Source: an optimization exercise on an open RTL-to-GDS flow (aim: a short achievable clock period and few clock cycles). Production flows keep margins and buffers that such runs may drop.
Power figures rest on the tool's default switching activity, not on a simulated workload.

==> inputs of job 1541 <==
Design core_top, start of the top module:
module core_top (
	input clk,
	input clr,
	output rom_req,
	output [17:0] rom_addr,
	input [7:0] rom_data,
	output sram_req,
	output sram_we,
	output [18:0] sram_addr,
	output [7:0] sram_wdata,
	input [7:0] sram_rdata,
	input sram_done
	);
Settings: LEC_CHECK=0, ABC_CLOCK_PERIOD_IN_PS=2500, CAP_MARGIN=20, CORE_MARGIN=2, CORE_UTILIZATION=40, PLACE_DENSITY=0.6, SLEW_MARGIN=20; clock period 9.0 ns.
standard.sh (not shown) runs the stock make flow with config.mk's settings and CLKGATE_MAP_FILE= SYNTH_SCRIPT=/design/flow/synth_recipe.tcl, a recipe that flattens the netlist after the stock synthesis.
==> flow/flow/run.sh <==
#!/bin/bash
# The standard layout (bash standard.sh), with timing repair aiming for a
# setup slack of MARGIN ns at the design's clock period, so that the
# layout is pushed below the period. Each tool's output goes to its own
# log under orfs/logs; make's own output goes to make.log here.
set -euo pipefail
MARGIN=6.5
bash standard.sh SETUP_SLACK_MARGIN=$MARGIN finish > make.log 2>&1
==> job 1555 (differences from job 1541) <==
==> flow/design.v (replaced) <==
module Core (
	input clk,
	input clr,
	output rom_req,
	output [17:0] rom_addr,
	input [7:0] rom_data,
	output sram_req,
	output sram_we,
	output [18:0] sram_addr,
	output [7:0] sram_wdata,
	input [7:0] sram_rdata,
	input sram_done,
	output [15:1] rf_we,
	output [18:0] rf_wdata,
	output [15:1] rf_rsel1,
	output [15:1] rf_rsel2,
	input [18:0] rf_rdata1,
	input [18:0] rf_rdata2,
	input rf_rsmall2,
	output rf_small16,
	output rf_small19
	);
	localparam CMP = 5'd2, BLT = 5'd7, BLTE = 5'd8, LOAD = 5'd9, STORE = 5'd10,
	           JR = 5'd11, BE = 5'd12, BNE = 5'd13, SUBI = 5'd17, CMPI = 5'd18,
	           LOADI = 5'd23, STOREI = 5'd24, JA = 5'd25, BEI = 5'd26, BNEI = 5'd27,
	           BLTI = 5'd28, BLTEI = 5'd29, JS = 5'd30, INC = 5'd31;
	function [15:1] onehot(input [3:0] x);
		integer k;
		for (k = 1; k < 16; k = k + 1)
			onehot[k] = (x == k);
	endfunction
	reg [17:0] ra_q;      
	reg [17:0] ra_o;      
	reg        rq_ld;     
	reg [17:0] fa_save;   
	assign rom_req = 1'b1;
	assign rom_addr = ra_o;
	reg       av_q;       
	reg [1:0] apos;       
	reg       a4_q;       
	reg [7:0]  bq;
	reg        bv_q;
	reg [1:0]  bpos;
	reg [15:1] rsA_q, rsB_q;      
	reg        flA_q, flB_q;      
	reg        frA_q, frB_q;      
	reg [4:0]  op_q;
	reg [3:0]  a_q;       
	reg [3:0]  ih_q;      
	reg [7:0]  im_q;      
	reg        brt_q;     
	reg [18:0] opA, opB;  
	reg [3:0]  sh;
	reg [3:0]  widx;      
	reg        wen;
	reg        fen;       
	reg        f_ar, f_sub, f_and, f_or, f_xor, f_mov, f_shl, f_shr;
	reg [18:0] res_q;     
	reg [15:1] wsel_d;    
	reg        fen_d;     
	reg [18:0] fres;      
	wire [18:0] fsrc = fen_d ? res_q : fres;
	wire zf = ~|fsrc;
	wire nf = fsrc[18];
	reg        ldp;       
	reg        ldp_sm;    
	reg [3:0]  ldp_idx;
	reg        ldw;       
	reg        ldw_sm;
	reg [15:1] ldw_oh;
	reg        sreq_q, swe_q;
	reg [18:0] saddr_q;
	reg [7:0]  swd_q;
	assign sram_req = sreq_q;
	assign sram_we = swe_q;
	assign sram_addr = saddr_q;
	assign sram_wdata = swd_q;
	wire [7:0] ld_byte = ldw_sm ? sram_rdata : rom_data;
	assign rf_rsel1 = rsA_q;
	assign rf_rsel2 = rsB_q;
	wire [18:0] resA = {res_q[18:16] & {3{rsA_q[3] | rsA_q[4] | rsA_q[5]}}, res_q[15:0]};
	wire [18:0] resB = {res_q[18:16] & {3{rsB_q[3] | rsB_q[4] | rsB_q[5]}}, res_q[15:0]};
	wire [18:0] rA = flA_q ? {11'd0, ld_byte} : frA_q ? resA : rf_rdata1;
	wire [18:0] rB = flB_q ? {11'd0, ld_byte} : frB_q ? resB : rf_rdata2;
	wire res_smallB = ~|res_q[15:4] & (~|res_q[18:16] | ~(rsB_q[3] | rsB_q[4] | rsB_q[5]));
	wire smallB_r = frB_q ? res_smallB : rf_rsmall2;
	wire [18:0] sum;
	Adder19 _add(.a(opA), .b(opB), .cin(f_sub), .s(sum));
	wire [18:0] res = ({19{f_ar}}  & sum)
	                | ({19{f_and}} & (opA & opB))
	                | ({19{f_or}}  & (opA | opB))
	                | ({19{f_xor}} & (opA ^ opB))
	                | ({19{f_mov}} & opB)
	                | ({19{f_shl}} & (opA << sh))
	                | ({19{f_shr}} & (opA >> sh));
	assign rf_we = wsel_d | ldw_oh;
	assign rf_wdata = ldw ? {11'd0, ld_byte} : res_q;
	wire ld_small = ldw_sm ? ~|sram_rdata[7:4] : ~|rom_data[7:4];
	assign rf_small16 = ldw ? ld_small : ~|res_q[15:4];
	assign rf_small19 = ldw ? ld_small : ~|res_q[18:4];
	wire alu2 = (op_q <= 5'd6) | (op_q == 5'd14) | (op_q == 5'd15) | (op_q == INC);
	wire alui = op_q[4] & (op_q <= 5'd22);
	wire is_rbr = (op_q == JR) | (op_q == BLT) | (op_q == BLTE) | (op_q == BE) | (op_q == BNE);
	wire rbr_taken = (op_q == JR) | ((op_q == BLT) & nf) | ((op_q == BLTE) & (nf | zf))
	               | ((op_q == BE) & zf) | ((op_q == BNE) & ~zf);
	wire ibr_taken = (op_q == JA) | (op_q == JS) | ((op_q == BLTI) & nf) | ((op_q == BLTEI) & (nf | zf))
	               | ((op_q == BEI) & zf) | ((op_q == BNEI) & ~zf);
	wire is_ibr = (op_q >= JA) & (op_q <= JS);
	wire d1 = bv_q & (bpos == 2'd1);            
	wire d3 = bv_q & (bpos == 2'd3);            
	wire b3 = av_q & (apos == 2'd3);            
	wire [19:0] imm_b = {ih_q, bq, rom_data};   
	wire [19:0] imm_d = {ih_q, im_q, bq};       
	wire ldi_sm = (ih_q == 4'd0) & (im_q == 8'd0) & (bq[7:4] == 4'd0);
	wire rbr_go  = d1 & is_rbr & rbr_taken;
	wire ld2_rom = d1 & (op_q == LOAD) & (flB_q | ~smallB_r);
	wire ldi_rom = d3 & (op_q == LOADI) & ~ldi_sm;
	wire ibr_go  = b3 & is_ibr & brt_q;
	wire [17:0] ra_base = rq_ld ? fa_save
	                    : rbr_go ? rA[17:0]
	                    : ld2_rom ? rB[17:0]
	                    : ldi_rom ? imm_d[17:0]
	                    : ra_q + 18'd1;
	always @(posedge clk or negedge clr) begin
		if (!clr) begin
			ra_q <= 18'd0;
			ra_o <= 18'd0;
			rq_ld <= 1'b0;
			av_q <= 1'b0;
			apos <= 2'd0;
			bv_q <= 1'b0;
			sreq_q <= 1'b0;
		end else begin
			rq_ld <= ld2_rom | ldi_rom;
			ra_q <= ibr_go ? imm_b[17:0] : ra_base;
			ra_o <= ({18{ibr_go}} & imm_b[17:0])
			      | ({18{rq_ld}} & fa_save)
			      | ({18{rbr_go}} & rA[17:0])
			      | ({18{ld2_rom}} & rB[17:0])
			      | ({18{ldi_rom}} & imm_d[17:0])
			      | ({18{~(ibr_go | rq_ld | rbr_go | ld2_rom | ldi_rom)}} & (ra_q + 18'd1));
			av_q <= ~rq_ld & ~rbr_go & ~ibr_go;
			if (rbr_go) begin
				apos <= 2'd0;
			end else if (av_q) begin
				case (apos)
					2'd0: apos <= 2'd1;
					2'd1: apos <= a4_q ? 2'd2 : 2'd0;
					2'd2: apos <= 2'd3;
					2'd3: apos <= 2'd0;
				endcase
			end
			bv_q <= av_q & ~rbr_go;
			sreq_q <= (d1 & ((op_q == LOAD) | (op_q == STORE)))
			        | (d3 & (op_q == LOADI) & ldi_sm)
			        | (b3 & (op_q == STOREI));
		end
	end
	always @(posedge clk) begin
		if (ld2_rom | ldi_rom)
			fa_save <= ra_q + 18'd1;
		if (av_q && apos == 2'd0)
			a4_q <= rom_data[7] & ~&rom_data[6:3];
		bq <= rom_data;
		bpos <= apos;
		rsA_q <= onehot(rom_data[7:4]);
		rsB_q <= onehot(rom_data[3:0]);
		flA_q <= ldp & (rom_data[7:4] == ldp_idx) & (ldp_idx != 4'd0);
		flB_q <= ldp & (rom_data[3:0] == ldp_idx) & (ldp_idx != 4'd0);
		frA_q <= wen & (rom_data[7:4] == widx);
		frB_q <= wen & (rom_data[3:0] == widx);
		saddr_q <= b3 ? imm_b[18:0] : d3 ? imm_d[18:0] : rB;
		swd_q <= b3 ? opA[7:0] : rA[7:0];
		swe_q <= b3 | (op_q == STORE);
		res_q <= res;
		wsel_d <= wen ? onehot(widx) : 15'd0;
		fen_d <= fen;
		if (fen_d)
			fres <= res_q;
		ldp <= 1'b0;
		ldw <= ldp;
		ldw_sm <= ldp_sm;
		ldw_oh <= ldp ? onehot(ldp_idx) : 15'd0;
		wen <= 1'b0;
		fen <= 1'b0;
		if (bv_q && bpos == 2'd0)
			op_q <= bq[7:3];
		if (bv_q && bpos == 2'd2)
			im_q <= bq;
		if (d1) begin
			a_q <= bq[7:4];
			ih_q <= bq[3:0];
			opA <= rA;
			brt_q <= ibr_taken;
			if (alu2) begin
				opB <= (op_q == INC) ? 19'd1 : ((op_q == 5'd1) | (op_q == CMP)) ? ~rB : rB;
				sh <= bq[3:0];
				widx <= bq[7:4];
				wen <= (op_q != CMP) & (bq[7:4] != 4'd0);
				fen <= 1'b1;
			end
			if (op_q == LOAD) begin
				ldp <= 1'b1;
				ldp_sm <= flB_q ? ~|ld_byte[7:4] : smallB_r;
				ldp_idx <= bq[7:4];
			end
			f_ar  <= (op_q <= 5'd2) | (op_q == INC);
			f_sub <= (op_q == 5'd1) | (op_q == CMP);
			f_and <= (op_q == 5'd3);
			f_or  <= (op_q == 5'd4);
			f_xor <= (op_q == 5'd5);
			f_mov <= (op_q == 5'd6);
			f_shl <= (op_q == 5'd14);
			f_shr <= (op_q == 5'd15);
		end
		if (d3) begin
			if (alui) begin
				opB <= ((op_q == SUBI) | (op_q == CMPI)) ? ~imm_d[18:0] : imm_d[18:0];
				widx <= a_q;
				wen <= (op_q != CMPI) & (a_q != 4'd0);
				fen <= 1'b1;
			end
			if (op_q == LOADI) begin
				ldp <= 1'b1;
				ldp_sm <= ldi_sm;
				ldp_idx <= a_q;
			end
			f_ar  <= op_q <= 5'd18;
			f_sub <= (op_q == SUBI) | (op_q == CMPI);
			f_and <= (op_q == 5'd19);
			f_or  <= (op_q == 5'd20);
			f_xor <= (op_q == 5'd21);
			f_mov <= (op_q == 5'd22);
			f_shl <= 1'b0;
			f_shr <= 1'b0;
		end
		if (b3 && op_q == JS) begin
			opB <= {1'b0, ra_q};
			widx <= 4'd3;
			wen <= 1'b1;
			f_ar  <= 1'b0;
			f_and <= 1'b0;
			f_or  <= 1'b0;
			f_xor <= 1'b0;
			f_mov <= 1'b1;
			f_shl <= 1'b0;
			f_shr <= 1'b0;
		end
	end
endmodule
module Adder19 (
	input [18:0] a,
	input [18:0] b,
	input cin,
	output [18:0] s
	);
	wire [18:0] p0 = a ^ b;
	wire [18:0] g0 = (a & b) | {18'd0, p0[0] & cin};
	wire [18:0] g1, p1, g2, p2, g3, p3, g4, p4, g5, p5;
	genvar i;
	generate
		for (i = 0; i < 19; i = i + 1) begin : pre
			if (i >= 1) begin
				assign g1[i] = g0[i] | (p0[i] & g0[i-1]);
				assign p1[i] = p0[i] & p0[i-1];
			end else begin
				assign g1[i] = g0[i];
				assign p1[i] = p0[i];
			end
			if (i >= 2) begin
				assign g2[i] = g1[i] | (p1[i] & g1[i-2]);
				assign p2[i] = p1[i] & p1[i-2];
			end else begin
				assign g2[i] = g1[i];
				assign p2[i] = p1[i];
			end
			if (i >= 4) begin
				assign g3[i] = g2[i] | (p2[i] & g2[i-4]);
				assign p3[i] = p2[i] & p2[i-4];
			end else begin
				assign g3[i] = g2[i];
				assign p3[i] = p2[i];
			end
			if (i >= 8) begin
				assign g4[i] = g3[i] | (p3[i] & g3[i-8]);
				assign p4[i] = p3[i] & p3[i-8];
			end else begin
				assign g4[i] = g3[i];
				assign p4[i] = p3[i];
			end
			if (i >= 16) begin
				assign g5[i] = g4[i] | (p4[i] & g4[i-16]);
				assign p5[i] = p4[i] & p4[i-16];
			end else begin
				assign g5[i] = g4[i];
				assign p5[i] = p4[i];
			end
		end
	endgenerate
	assign s = p0 ^ {g5[17:0], cin};
endmodule
module Register_File (
	input clk,
	input [15:1] we,
	input [18:0] write_data,
	input [15:1] rsel_1,
	input [15:1] rsel_2,
	output [18:0] read_data_1,
	output [18:0] read_data_2,
	output read_small_2,
	input small16,
	input small19
	);
	reg [18:0] r [1:15];
	reg [15:1] sml;
	integer i;
	always @(posedge clk) begin
		for (i = 1; i < 16; i = i + 1) begin
			if (we[i]) begin
				r[i][15:0] <= write_data[15:0];
				if (i >= 3 && i <= 5) begin
					r[i][18:16] <= write_data[18:16];
					sml[i] <= small19;
				end else begin
					sml[i] <= small16;
				end
			end
		end
	end
	reg [18:0] d1, d2;
	reg s2;
	always @(*) begin
		d1 = 19'd0;
		d2 = 19'd0;
		s2 = 1'b0;
		for (i = 1; i < 16; i = i + 1) begin
			d1 = d1 | ({19{rsel_1[i]}} & ((i >= 3 && i <= 5) ? r[i] : {3'd0, r[i][15:0]}));
			d2 = d2 | ({19{rsel_2[i]}} & ((i >= 3 && i <= 5) ? r[i] : {3'd0, r[i][15:0]}));
			s2 = s2 | (rsel_2[i] & sml[i]);
		end
	end
	assign read_data_1 = d1;
	assign read_data_2 = d2;
	assign read_small_2 = s2 | ~|rsel_2;
endmodule
module core_top (
	input clk,
	input clr,
	output rom_req,
	output [17:0] rom_addr,
	input [7:0] rom_data,
	output sram_req,
	output sram_we,
	output [18:0] sram_addr,
	output [7:0] sram_wdata,
	input [7:0] sram_rdata,
	input sram_done
	);
	wire [15:1] rf_we, rf_rsel1, rf_rsel2;
	wire [18:0] rf_wdata, rf_rdata1, rf_rdata2;
	wire rf_rsmall2, rf_small16, rf_small19;
	Core _Core(.clk(clk), .clr(clr),
		.rom_req(rom_req), .rom_addr(rom_addr), .rom_data(rom_data),
		.sram_req(sram_req), .sram_we(sram_we), .sram_addr(sram_addr),
		.sram_wdata(sram_wdata), .sram_rdata(sram_rdata), .sram_done(sram_done),
		.rf_we(rf_we), .rf_wdata(rf_wdata), .rf_rsel1(rf_rsel1), .rf_rsel2(rf_rsel2),
		.rf_rdata1(rf_rdata1), .rf_rdata2(rf_rdata2), .rf_rsmall2(rf_rsmall2),
		.rf_small16(rf_small16), .rf_small19(rf_small19));
	Register_File _RegisterFile(.clk(clk), .we(rf_we), .write_data(rf_wdata),
		.rsel_1(rf_rsel1), .rsel_2(rf_rsel2),
		.read_data_1(rf_rdata1), .read_data_2(rf_rdata2), .read_small_2(rf_rsmall2),
		.small16(rf_small16), .small19(rf_small19));
endmodule
==> impl.org <==
** Pwr
- Total power :: 11.5 mW
- Cell internal power dissipation :: 6.95 mW

** Floorplan
- Vertical die dimension :: 270 um

** Global routing
- Maximum number of pins on one net before global-route repair :: 61

** Layout
- Of the total standard cell area in the layout, the sequential portion is 42.4%.
- With fillers left out, the area of the finished cells amounts to 35400 um^2.
- Counting plain and timing-repair buffers in the layout gives 314.
- In the final layout, the share of cells above drive strength 1 is 27.8%.
- Final clock-cell share :: 5.88%

** Setup path
- Depth of the critical timing path with buffers and inverters included :: 7
- The number of cells on the worst reg-to-reg path is 10.
- Across all register-to-register paths, the minimum setup slack is 6.05 ns.
- Master of the slowest instance on the critical path :: sky130_fd_sc_hd__or4_4

** Status
- The flow ran to the end and the layout has no timing, DRC or antenna violations.

** Min path
- HP Start :: _Core.fen

** Timing
- At the pin with the least slew margin, the transition time is 1.02 ns.

** Clock network
- After clock tree synthesis, the clock-pin slew on the worst setup and hold paths is 0.06 ns.

** Routing
- Total detailed-routing wirelength :: 119 mm
(the above is from job 1541)
==> impl.org <==
** Clock network
- Clock-pin slew was measured on the worst setup and hold paths at 0.07 ns.

** Layout
- Counting plain and timing-repair buffers in the layout gives 219.
- Post-route cell area :: 32000 um^2

** Setup path
- Setup slack on the worst reg-to-reg path comes out at 6.01 ns.
- Depth of the critical timing path with buffers and inverters included :: 1
- Master of the slowest instance on the critical path :: sky130_fd_sc_hd__dfrtp_1

** Timing
- Least-Margin Pin Slew :: 1.24 ns

** Pwr
- The completed layout was analyzed and its total power is 10.4 mW.
- Cell internal power dissipation :: 6.37 mW

** Status
- Result of the run :: complete, no violations

** Min path
- HP Start :: _Core.ldp_sm
(the above is from job 1555)
No run of this note included a check of the RTL's function; only the layout flow was run.

what the ideal ports hide:
No port has a modelled driver above. Below, the same layouts with a new extraction and two added sets of constraints. Step 1 (the two cells are an assumption about what drives the block):
set clk [get_ports {clk}]
set_driving_cell -lib_cell sky130_fd_sc_hd__clkbuf_16 $clk
set_driving_cell -lib_cell sky130_fd_sc_hd__buf_2 [delete_from_list [all_inputs] $clk]
Step 2 moves the port delays by t, midway between the first and last clock arrival at a register: inputs arrive t later, outputs are due t later. That takes back most of the time a late clock gives input paths. a / b / c = ideal ports / drivers / drivers and shift; a / b = the first two.
run | shift t [ns] | slack for setup (ns) | worst hold slack (ns) | worst register clock-pin slew, ns
job 1541 | 0.700 | 5.818 / 5.839 / 5.139 | 0.332 / 0.332 / 0.332 | 0.07 / 0.07
job 1555 | 0.712 | 5.949 / 5.889 / 5.572 | 0.356 / 0.356 / 0.356 | 0.07 / 0.07
After both steps every run listed still meets setup and hold. For job 1541, which loses most, drivers alone change the setup slack by +0.021 ns; drivers and shift together by -0.679 ns.
